What follows belongs to an exercise in optimizing a design on an open flow for small area, a short achievable clock period and few clock cycles; a production flow would make more cautious choices.
Function was checked by simulation only, so behaviour that the tests miss may differ from the original.
Power is estimated from default activity; no workload was simulated.

// top
module top(
    input             clk,
    input             rst,
    input             read_n,
    input             start_in,
    input             valid_input,
    input      [7:0]  r_addr,
    input      [7:0]  X_load,
    output            ry,
    output     [8:0]  data_out,
    output            finish
);
  reg [1:0] ph;
  always @(posedge clk or negedge rst)
    if (!rst) ph <= 2'd0;
    else      ph <= ph + 2'd1;
  wire [1:0] col_head = 2'd0 - ph;    
  reg [3:0] sl;
  always @(posedge clk or negedge rst)
    if (!rst) sl <= 4'b0100;
    else      sl <= {sl[0], sl[3:1]};
  reg       loading;
  reg [4:0] cnt;
  reg [1:0] jslot;      
  reg       fin_r;
  always @(posedge clk or negedge rst)
    if (!rst) begin
      loading <= 1'b0;
      cnt     <= 5'd0;
      jslot   <= 2'd3;
      fin_r   <= 1'b0;
    end else begin
      fin_r <= valid_input & loading & (cnt == 5'd31);
      if (start_in) begin
        loading <= 1'b1;
        cnt     <= 5'd0;
  ...
Size: roughly 3100 cells after synthesis, roughly 1400 flip-flops, roughly 32 I/O pins, roughly 43000 sq um of cells after synthesis.
clock: 8.0 ns
lec_check: 0
cap_margin: 20
core_margin: 2
core_utilization: 45
cts_cluster_diameter: 100
cts_cluster_size: 25
slew_margin: 20
standard.sh (not shown) runs the stock make flow with config.mk's settings and CLKGATE_MAP_FILE= SYNTH_SCRIPT=/design/flow/synth_recipe.tcl, a recipe that flattens the netlist after the stock synthesis.
==> flow/flow/run.sh <==
#!/bin/bash
set -euo pipefail
bash standard.sh SETUP_SLACK_MARGIN=5.3 finish > flow_make.log 2>&1
The starting point completed without violations.
Testbench counts at the start, summed over its fixed seeds: cycles 5,344.
Change:
==> flow/flow/run.sh (replaced) <==
#!/bin/bash
set -euo pipefail
bash standard.sh SETUP_SLACK_MARGIN=5.5 finish > flow_make.log 2>&1
=> Final area grows by 3.3%. Non-clock buffer count grows by 86. Total power grows by 5.5%. Wire length grows by 5.3%. Worst setup slack improves by 0.0040 ns. Utilization grows by 1.6 points. Via count grows by 2.6%. Global-route usage grows by 0.40 points. Clock power hardly moves. Sequential cell count does not change.
Change:
==> flow/run.sh (new file) <==
#!/bin/bash
# synth_recipe.tcl (not shown) runs the flow's synth.tcl, then flattens the netlist and writes it again
# the make line also repeats each setting of config.mk as NAME=value (left out here)
make -C /OpenROAD-flow-scripts/flow DESIGN_CONFIG=/design/flow/config.mk WORK_HOME=/design/flow/orfs CLKGATE_MAP_FILE= SYNTH_SCRIPT=/design/flow/synth_recipe.tcl finish
- CTS_CLUSTER_SIZE: 25 -> 22
- SETUP_SLACK_MARGIN: default -> 5
removed: flow/flow/run.sh
removed: flow/standard.sh
What happened:
- routed wire length goes down by 6.2%
- final cell count goes down by 2.3%
- clock-buffer cell count goes up by 21
Change:
==> flow/flow/run.sh (new file) <==
#!/bin/bash
set -euo pipefail
bash standard.sh SETUP_SLACK_MARGIN=5.3 finish > flow_make.log 2>&1
==> flow/standard.sh (new file) <==
#!/bin/bash
# synth_recipe.tcl (not shown) runs the flow's synth.tcl, then flattens the netlist and writes it again
# the make line also repeats each setting of config.mk as NAME=value (left out here)
make -C /OpenROAD-flow-scripts/flow DESIGN_CONFIG=/design/flow/config.mk WORK_HOME=/design/flow/orfs CLKGATE_MAP_FILE= SYNTH_SCRIPT=/design/flow/synth_recipe.tcl "${@:-finish}"
- CTS_CLUSTER_SIZE: 22 -> 25
- SETUP_SLACK_MARGIN: 5 -> default
- TNS_END_PERCENT: default -> 0
removed: flow/run.sh
Outcome: The new run went through all stages and came out clean. Synthesized area is unchanged. Cell count is about the same. Cell area barely changes. Wire length came out higher by 1.6%. Setup slack improves by 0.14 ns. Total power came out lower by 0.69%. Sequential share of layout area hardly moves. Utilization hardly moves.
Change:
- CTS_CLUSTER_SIZE: 25 -> 22
- TNS_END_PERCENT: 0 -> default
What happened:
- flip-flop and latch count is unchanged
- total power increases by a few percent
- synthesized cell count stays the same
- count of clock-buffer cells in the layout increases by 11
- worst setup slack gets better by 0.040 ns
- non-clock buffer count increases by 13
- design area increases slightly
- sequential power is about the same

========
Setup of before:
top, a different RTL version from the one above (not shown whole).
Size: about 3000 cells after synthesis, about 1400 flip-flops, about 32 I/O pins, roughly 42000 µm² of cells after synthesis.
export LEC_CHECK = 0
export CAP_MARGIN = 20
export CORE_MARGIN = 2
export CORE_UTILIZATION = 45
export CTS_CLUSTER_DIAMETER = 100
export CTS_CLUSTER_SIZE = 25
export SLEW_MARGIN = 20
create_clock -name core_clock -period 8.0 [get_ports {clk}]
==> flow/flow/run.sh <==
#!/bin/bash
set -euo pipefail
bash standard.sh SETUP_SLACK_MARGIN=5.3 finish > flow_make.log 2>&1
Testbench counts of before, summed over its fixed seeds: cycles 5,360.
Relative to before, the following input files were edited for after:
- CORE_UTILIZATION changed from 45 to 52
### Flow results
The via count of the first global-routing pass of after is higher than that of before. From before to after the numbers moved as follows: worst hold slack moved down; register share of total power moved down; placed cell count moved down. Area taken by flip-flops and latches: before vs after — no meaningful difference. Relative to before, the standard-cell row count measured on after has decreased by a little under 10%. From before to after the numbers moved as follows: last weighted congestion value of the routability-driven placer grew by 0.028, via density per instance grew by 3.8%.

========
the reference run:
top, a different RTL version from the one above (not shown whole).
Size: ~1500 flip-flops, ~32 I/O pins, ~0.047 mm^2 of cells after synthesis.
make LEC_CHECK=0 CAP_MARGIN=20 CORE_MARGIN=2 CORE_UTILIZATION=45 CTS_CLUSTER_DIAMETER=100 CTS_CLUSTER_SIZE=28 SETUP_SLACK_MARGIN=5 SLEW_MARGIN=20 finish   # period 8.0 ns
run.sh (not shown) runs the stock make flow with config.mk's settings and CLKGATE_MAP_FILE= SYNTH_SCRIPT=/design/flow/synth_recipe.tcl, a recipe that flattens the netlist after the stock synthesis.
Stock flow here: none of the scripts above is used.
Testbench counts of the reference run, summed over its fixed seeds: cycles 5,344.
## Diff of input files: the trial run against the reference run
Settings: SETUP_SLACK_MARGIN removed (was 5).
==> flow/flow/run.sh (new file) <==
#!/bin/bash
set -euo pipefail
bash standard.sh SETUP_SLACK_MARGIN=5.3 finish > flow_make.log 2>&1
==> flow/standard.sh (new file) <==
#!/bin/bash
# synth_recipe.tcl (not shown) runs the flow's synth.tcl, then flattens the netlist and writes it again
# the make line also repeats each setting of config.mk as NAME=value (left out here)
make -C /OpenROAD-flow-scripts/flow DESIGN_CONFIG=/design/flow/config.mk WORK_HOME=/design/flow/orfs CLKGATE_MAP_FILE= SYNTH_SCRIPT=/design/flow/synth_recipe.tcl "${@:-finish}"
removed: flow/run.sh
==> comparison <==
Overall routing resource usage delta (the reference run -> the trial run): insignificant
The arrival time at the worst endpoint reported for the trial run is smaller than that of the reference run by 110 ps.
Number of cells on the worst hold path: the reference run vs the trial run — no meaningful difference
Between the trial run and the reference run, it is the trial run whose number of global-route vias before repair is higher, by about 0.64%.
The reference run vs the trial run, library cell contributing the largest single delay on the critical path: sky130_fd_sc_hd__dfxtp_1 vs sky130_fd_sc_hd__dfxtp_4
Critical path launch point: do_r[2] -> the trial run, do_r[6] -> the reference run
The trial run vs the reference run on part of the power in the clock network: the trial run is the lower one.
The reference run → the trial run: maximum frequency rose by 3.6%, minimum clock period after layout fell by 100 ps, share of the clock period used by the worst path fell by 1.3 points, part of the power in combinational logic rose by 2.5 points, fraction of layout cells with a size suffix above 1 rose by 4.0 points.

========
rev 12:
top, a different RTL version from the one above (not shown whole).
Size in the first run: about 1400 flip-flops, about 32 I/O pins, roughly 0.044 sq mm of cells after synthesis.
==> flow/config.mk <==
export PLATFORM = sky130hd
export DESIGN_NAME = top
export DESIGN_NICKNAME = top
export VERILOG_FILES = /design/flow/design.v
export SDC_FILE = /design/flow/constraint.sdc
export NUM_CORES = 4
export LEC_CHECK = 0
export CAP_MARGIN = 20
export CORE_MARGIN = 2
export CORE_UTILIZATION = 60
export CTS_CLUSTER_DIAMETER = 100
export CTS_CLUSTER_SIZE = 28
export SETUP_SLACK_MARGIN = 5
export SLEW_MARGIN = 20
==> flow/constraint.sdc <==
create_clock -name core_clock -period 8.0 [get_ports {clk}]
set_input_delay 1.6000 -clock core_clock [delete_from_list [all_inputs] [get_ports {clk}]]
set_output_delay 1.6000 -clock core_clock [all_outputs]
set_load 0.01 [all_outputs]
Stock flow here: none of the scripts above is used.
Testbench counts of rev 12, summed over its fixed seeds: cycles 5,344.
Edits applied to the flow inputs when going from rev 12 to rev 13:
- CORE_UTILIZATION changed from 60 to 45
==> notes.md <==
Rev 12 -> rev 13: die area increased by more than a quarter
[compare] base=rev 12 new=rev 13: overall power consumption climbed 0.79%; count of clock-buffer cells in the layout now sits higher.
Reported leakage power across rev 12 and rev 13: no real change.

========
top, a different RTL version from the one above (not shown whole).
For scale: ~1400 flip-flops, about 32 I/O pins, ~42000 µm² of cells after synthesis.
==> flow/design.v (excerpt) <==
module top(
    input             clk,
    input             rst,
    input             read_n,
    input             start_in,
    input             valid_input,
    input      [7:0]  r_addr,
    input      [7:0]  X_load,
    output            ry,
    output     [8:0]  data_out,
    output            finish
);
==> flow/config.mk <==
export PLATFORM = sky130hd
export DESIGN_NAME = top
export DESIGN_NICKNAME = top
export VERILOG_FILES = /design/flow/design.v
export SDC_FILE = /design/flow/constraint.sdc
export NUM_CORES = 4
export LEC_CHECK = 0
export CAP_MARGIN = 20
export CORE_MARGIN = 2
export CORE_UTILIZATION = 52
export CTS_CLUSTER_DIAMETER = 100
export CTS_CLUSTER_SIZE = 25
export SLEW_MARGIN = 20
==> flow/constraint.sdc <==
create_clock -name core_clock -period 8.0 [get_ports {clk}]
set_input_delay 1.6000 -clock core_clock [delete_from_list [all_inputs] [get_ports {clk}]]
set_output_delay 1.6000 -clock core_clock [all_outputs]
set_load 0.01 [all_outputs]
standard.sh (not shown) runs the stock make flow with config.mk's settings and CLKGATE_MAP_FILE= SYNTH_SCRIPT=/design/flow/synth_recipe.tcl, a recipe that flattens the netlist after the stock synthesis.
==> flow/flow/run.sh <==
#!/bin/bash
set -euo pipefail
bash standard.sh SETUP_SLACK_MARGIN=5.2 finish > flow_make.log 2>&1
Testbench counts at the start, summed over its fixed seeds: cycles 5,360.
Next try:
==> flow/flow/run.sh (replaced) <==
#!/bin/bash
set -euo pipefail
bash standard.sh SETUP_SLACK_MARGIN=5.3 finish > flow_make.log 2>&1
--- a/flow/config.mk
+++ b/flow/config.mk
@@ -10 +10 @@
-export CORE_UTILIZATION = 52
+export CORE_UTILIZATION = 45
After rerunning:
- The new run passed the timing, DRC and antenna checks
- die area goes up by about a fifth
- routed wire length stays flat
- register-to-register slack improved by 0.09 ns
- sequential power is about the same
- power goes up slightly
- first-iteration DRC count goes down by a little under a tenth
- synthesized cell count stays the same
- worst hold slack got worse by 0.0087 ns
- worst setup slack is about the same
- cell area goes up slightly
- combinational power goes up by a few percent
Next try:
--- a/flow/config.mk
+++ b/flow/config.mk
@@ -10 +10 @@
-export CORE_UTILIZATION = 45
+export CORE_UTILIZATION = 52
What happened: Total power barely changes; worst setup slack improves by 0.012 ns; maximum frequency rose by about 0.46%; cell area fell by 0.46%.

re-timing with driven ports:
In the flow no input, the clock included, has a driving cell. The finished layouts below were timed again as built, in two steps.
Step 1: set_driving_cell puts a clkbuf_16 on clk and a buf_2 on each other input, an assumption about the parent block.
Step 2, shift: input delay + t, output delay - t, t = (earliest + latest rising clock arrival at the registers) / 2. This alone moves slack from input paths to output paths.
a / b / c = ideal ports / drivers / drivers and shift; a / b = the first two.
run | t (ns) | setup WS [ns] | slew at the worst register clock pin (ns) | pins driven straight from the clock port
the first run of note 1 | 0.737 | 5.195 / 5.124 / 4.675 | 0.10 / 0.10 | 1
the second run of note 1 | 0.742 | 5.199 / 5.127 / 4.774 | 0.10 / 0.10 | 1
the third run of note 1 | 0.712 | 5.063 / 4.991 / 4.568 | 0.09 / 0.09 | 1
the fourth run of note 1 | 0.732 | 5.200 / 5.130 / 4.601 | 0.11 / 0.11 | 1
the fifth run of note 1 | 0.704 | 5.240 / 5.170 / 4.678 | 0.09 / 0.09 | 1
before | 0.718 | 5.226 / 5.163 / 4.704 | 0.11 / 0.11 | 1
after | 0.740 | 5.231 / 5.164 / 4.687 | 0.11 / 0.11 | 1
the reference run | 0.774 | 5.064 / 4.999 / 4.516 | 0.11 / 0.11 | 1
the trial run | 0.761 | 5.166 / 5.100 / 4.677 | 0.11 / 0.11 | 1
rev 12 | 0.714 | 4.893 / 4.893 / 4.581 | 0.11 / 0.11 | 1
rev 13 | 0.722 | 4.972 / 4.972 / 4.589 | 0.11 / 0.11 | 1
the first run of note 5 | 0.728 | 5.266 / 5.201 / 4.679 | 0.10 / 0.10 | 1
the second run of note 5 | 0.714 | 5.268 / 5.202 / 4.716 | 0.10 / 0.10 | 1
the third run of note 5 | 0.727 | 5.280 / 5.211 / 4.713 | 0.10 / 0.10 | 1
After both steps every run listed still meets setup and hold. For the fourth run of note 1, which loses most, drivers alone change the setup slack by -0.070 ns; drivers and shift together by -0.599 ns.
